Context: an optimization exercise on an open-source flow, tuned for small area. The choices shown serve that exercise and are no tape-out recipe. Only simulation tests tie the RTL to the original design; equivalence was not proved. No activity file was given, so power comes from the tool's default toggle rates.

Setup of v23:
==> flow/design.v <==
module debounce (
    input  clk,
    input  reset,
    input  in,
    output out
);
   localparam [11:0] P = 12'hAAA;
   reg        lvl, wt;
   reg [11:0] q;
   wire [11:0] y    = q ^ P;
   wire        z9   = ~|{y[10:7], y[5:4], y[2:0]};
   wire        fb   = y[11] ^ (y[3] | y[6] | z9);
   wire        done = z9 & ~y[3] & ~y[6] & y[11];
   wire        flip = wt & done;
   always @(posedge clk or posedge reset)
      if (reset) begin
         lvl <= 1'b0;
         wt  <= 1'b0;
      end else begin
         lvl <= lvl ^ flip;
         wt  <= (in ^ lvl) & ~flip;
      end
   always @(posedge clk)
      q <= wt ? ({y[10:0], fb} ^ P) : P;
   assign out = lvl;
endmodule
module counter (
    input  clk,
    input  rst,
    input  hard,      
    output en
);
   reg [14:0] y;
   reg        c15;
   wire z13  = ~|y[12:0];
   wire fb   = y[14] ^ (y[13] | z13);
   wire wrap = z13 & ~y[13] & y[14];      
   always @(posedge clk or posedge rst)
      if (rst) begin
         y   <= 15'd0;
         c15 <= 1'b0;
      end else begin
         y   <= {y[13:0], fb};
         c15 <= c15 ^ wrap;
      end
   assign en = wrap & (hard | c15);
endmodule
module guess_FSM (
    input        clk,
    input        en,
    input        reset,
    input  [3:0] b,
    output       s0, s1, s2, s3,
    output       win,
    output       lose
);
   reg       p;
   reg [1:0] a;
   assign s0   = ~p & ~a[1] & ~a[0];
   assign s1   = ~p & ~a[1] &  a[0];
   assign s2   = ~p &  a[1] &  a[0];
   assign s3   = ~p &  a[1] & ~a[0];
   assign win  =  p & ~a[0];
   assign lose =  p &  a[0];
   wire any = |b;
   wire hit = (~a[1] & ~a[0] & (b == 4'b0001)) |
              (~a[1] &  a[0] & (b == 4'b0010)) |
              ( a[1] &  a[0] & (b == 4'b0100)) |
              ( a[1] & ~a[0] & (b == 4'b1000));
   always @(posedge clk or posedge reset)
      if (reset) begin
         p <= 1'b0;
         a <= 2'b00;
      end else if (en) begin
         p <= any;
         if (any) begin
            if (!p) a[0] <= ~hit;
         end else begin
            a <= p ? 2'b00 : {a[0], ~a[1]};
         end
      end
endmodule
module guessing_game (
    input         btnU, btnD, btnR, btnL, clk, btnC,
    input  [15:0] sw,
    output [6:0]  seg,
    output [3:0]  an,
    output [15:0] led,
    output        dp
);
   wire [3:0] b;
   wire       en;
   wire       s0, s1, s2, s3, win, lose;
   debounce db0 (.clk(clk), .reset(btnC), .in(btnR), .out(b[0]));
   debounce db1 (.clk(clk), .reset(btnC), .in(btnD), .out(b[1]));
   debounce db2 (.clk(clk), .reset(btnC), .in(btnL), .out(b[2]));
   debounce db3 (.clk(clk), .reset(btnC), .in(btnU), .out(b[3]));
   counter step (.clk(clk), .rst(btnC), .hard(sw[0]), .en(en));
   guess_FSM fsm (.clk(clk), .en(en), .reset(btnC), .b(b),
                  .s0(s0), .s1(s1), .s2(s2), .s3(s3), .win(win), .lose(lose));
   assign seg = {~s1, ~s2, 3'b111, ~s0, ~s3};
   assign led = {8{win | lose, win}};
   assign an  = 4'b1110;
   assign dp  = 1'b1;
endmodule
export LEC_CHECK = 0
export CAP_MARGIN = 20
export CORE_MARGIN = 2
export CORE_UTILIZATION = 40
export SLEW_MARGIN = 20
create_clock -name core_clock -period 10.0 [get_ports {clk}]
standard.sh (not shown) runs the stock make flow with config.mk's settings and CLKGATE_MAP_FILE= SYNTH_SCRIPT=/design/flow/synth_recipe.tcl, a recipe that flattens the netlist after the stock synthesis.
==> flow/flow/run.sh <==
#!/bin/bash
# Own layout flow: the standard ORFS flow (standard.sh), with changes that
# only affect how the logic is mapped to cells, cell sizes and the clock tree:
#  1. synthesis is ORFS's standard synthesis (synth_recipe.tcl) with an
#     area-oriented ABC script (flow/abc_area.script); the registers are
#     untouched, as ABC maps only the logic between them;
#  2. after synthesis every logic cell is set to its smallest drive strength
#     (the repair steps later upsize where timing or slew needs it);
#  3. ports are buffered with sky130_fd_sc_hd__buf_1;
#  4. CTS uses clkbuf_4 buffers and inserts no dummy loads.
# Each tool's output goes to a log file of its own in this folder.
set -euo pipefail
WORK=$(pwd)
RES=$WORK/orfs/results/$FLOW_PLATFORM/guessing_game/base

# ORFS's scripts with the area ABC script replaced
rm -rf "$WORK/scripts"
cp -r "$FLOW_HOME/scripts" "$WORK/scripts"
cp "$WORK/flow/abc_area.script" "$WORK/scripts/abc_area.script"

bash standard.sh "SCRIPTS_DIR=$WORK/scripts" ABC_AREA=1 synth > "$WORK/log_1_synth.txt" 2>&1

WORK_RES=$RES openroad -no_init -exit "$WORK/flow/downsize.tcl" > "$WORK/log_1_downsize.txt" 2>&1

bash standard.sh \
  "BUFFER_PORTS_ARGS=-buffer_cell sky130_fd_sc_hd__buf_1" \
  "CTS_ARGS=-sink_clustering_enable -repair_clock_nets -dont_use_dummy_load -buf_list sky130_fd_sc_hd__clkbuf_4" \
  finish > "$WORK/log_2_layout.txt" 2>&1
==> flow/flow/abc_area.script <==
strash
dc2
dch -f
amap
topo
Other scripts of this flow, unchanged in this note and not shown: flow/flow/downsize.tcl
Input changes introduced in v18 (baseline for comparison: v23):
-- flow/flow/run.sh --
<<< v23, line 26
  "BUFFER_PORTS_ARGS=-buffer_cell sky130_fd_sc_hd__buf_1" \
  "CTS_ARGS=-sink_clustering_enable -repair_clock_nets -dont_use_dummy_load -buf_list sky130_fd_sc_hd__clkbuf_4" \
  finish > "$WORK/log_2_layout.txt" 2>&1
>>> v18, line 26
  "BUFFER_PORTS_ARGS=-buffer_cell sky130_fd_sc_hd__buf_1" \
  "CTS_ARGS=-sink_clustering_enable -repair_clock_nets -dont_use_dummy_load -buf_list sky130_fd_sc_hd__clkbuf_8 -sink_clustering_size 25" \
  finish > "$WORK/log_2_layout.txt" 2>&1
==> comparison <==
From v23 to v18, number of hold buffers added after CTS did not move at all. In the metrics for v18 and v23, the one carrying the higher total power divided by cell area is v18. The final hold violation count on v18 is in line with that on v23. Compared v23 against v18; hold slack within noise. Area growth from synthesis to final layout ended up 2.4 points higher on v18 than on v23. v18 vs v23 — first-pass GRT wire length climbed slightly.
Input changes introduced in v47 (baseline for comparison: v18):
-- flow/flow/run.sh --
<<< v18, line 26
  "BUFFER_PORTS_ARGS=-buffer_cell sky130_fd_sc_hd__buf_1" \
  "CTS_ARGS=-sink_clustering_enable -repair_clock_nets -dont_use_dummy_load -buf_list sky130_fd_sc_hd__clkbuf_8 -sink_clustering_size 25" \
  finish > "$WORK/log_2_layout.txt" 2>&1
>>> v47, line 26
  "BUFFER_PORTS_ARGS=-buffer_cell sky130_fd_sc_hd__buf_1" \
  "CTS_ARGS=-sink_clustering_enable -repair_clock_nets -dont_use_dummy_load -buf_list sky130_fd_sc_hd__clkbuf_16 -sink_clustering_size 40 -sink_clustering_max_diameter 300" \
  finish > "$WORK/log_2_layout.txt" 2>&1
Findings:
Taking v18 as the reference, in v47 area overhead of the layout relative to synthesis rose by 4.2 points, timing-limited maximum frequency went up, transition time at the pin with the least slew margin has remained practically unchanged, total routing usage reported by global routing grew by 0.16 points.
v47 and v18 ended up with nearly the same combinational cell power.
v47 vs v18 — setup slack rose 35 ps.
As far as total clock buffers created by CTS goes, v18 and v47 are indistinguishable; the numbers are identical.
First-pass GRT wire length: v47 vs v18 up about 0.34%
For v24, these inputs were changed with respect to v47:
==> flow/flow/run.sh <==
#!/bin/bash
# Own layout flow: the standard ORFS flow, with three changes that only
# affect cell sizes and the clock tree:
#  1. after the standard synthesis, every logic cell is set to its smallest
#     drive strength (the repair steps later upsize where timing or slew needs it);
#  2. ports are buffered with sky130_fd_sc_hd__buf_1;
#  3. CTS uses clkbuf_4 buffers and inserts no dummy loads.
# Each tool's output goes to a log file of its own in this folder.
set -euo pipefail
WORK=$(pwd)
RES=$WORK/orfs/results/$FLOW_PLATFORM/guessing_game/base

bash standard.sh synth > "$WORK/log_1_synth.txt" 2>&1

WORK_RES=$RES openroad -no_init -exit "$WORK/flow/downsize.tcl" > "$WORK/log_1_downsize.txt" 2>&1

bash standard.sh \
  "BUFFER_PORTS_ARGS=-buffer_cell sky130_fd_sc_hd__buf_1" \
  "CTS_ARGS=-sink_clustering_enable -repair_clock_nets -dont_use_dummy_load -buf_list sky130_fd_sc_hd__clkbuf_4" \
  finish > "$WORK/log_2_layout.txt" 2>&1
removed: flow/flow/abc_area.script
[summary]
v24: all stages complete, timing, DRC and antenna checks passed. Looking at v47 and v24, the buffering overhead is a wash. Die height, v47 and v24: lower on v47. Placed wire-length estimate across v47 and v24: no real change. NOTE: instance count of the mapped netlist in v24 exceeds that of v47. [diff] final critical path time including I/O delays and setup, v24 relative to v47: improvement.

afterwards: timing with drivers on the ports:
Ports are ideal in the flow. The routed layouts listed here were re-timed in OpenROAD.
Step 1 (the two cells are an assumption about what drives the block):
set clk [get_ports {clk}]
set_driving_cell -lib_cell sky130_fd_sc_hd__clkbuf_16 $clk
set_driving_cell -lib_cell sky130_fd_sc_hd__buf_2 [delete_from_list [all_inputs] $clk]
Step 2 moves the port delays by t, midway between the first and last clock arrival at a register: inputs arrive t later, outputs are due t later. That takes back most of the time a late clock gives input paths.
Slacks: ideal / step 1 / step 2; pairs: ideal / step 1.
run	t, ns	slack for setup (ns)	slew at the worst register clock pin (ns)	cell pins on the clock port's net
v23	0.421	6.234 / 6.209 / 6.630	0.11 / 0.11	1
v18	0.359	6.289 / 6.262 / 6.621	0.07 / 0.07	1
v47	0.355	6.324 / 6.292 / 6.647	0.06 / 0.06	1
v24	0.410	6.417 / 6.392 / 6.803	0.12 / 0.12	1
After both steps every run listed still meets setup and hold.
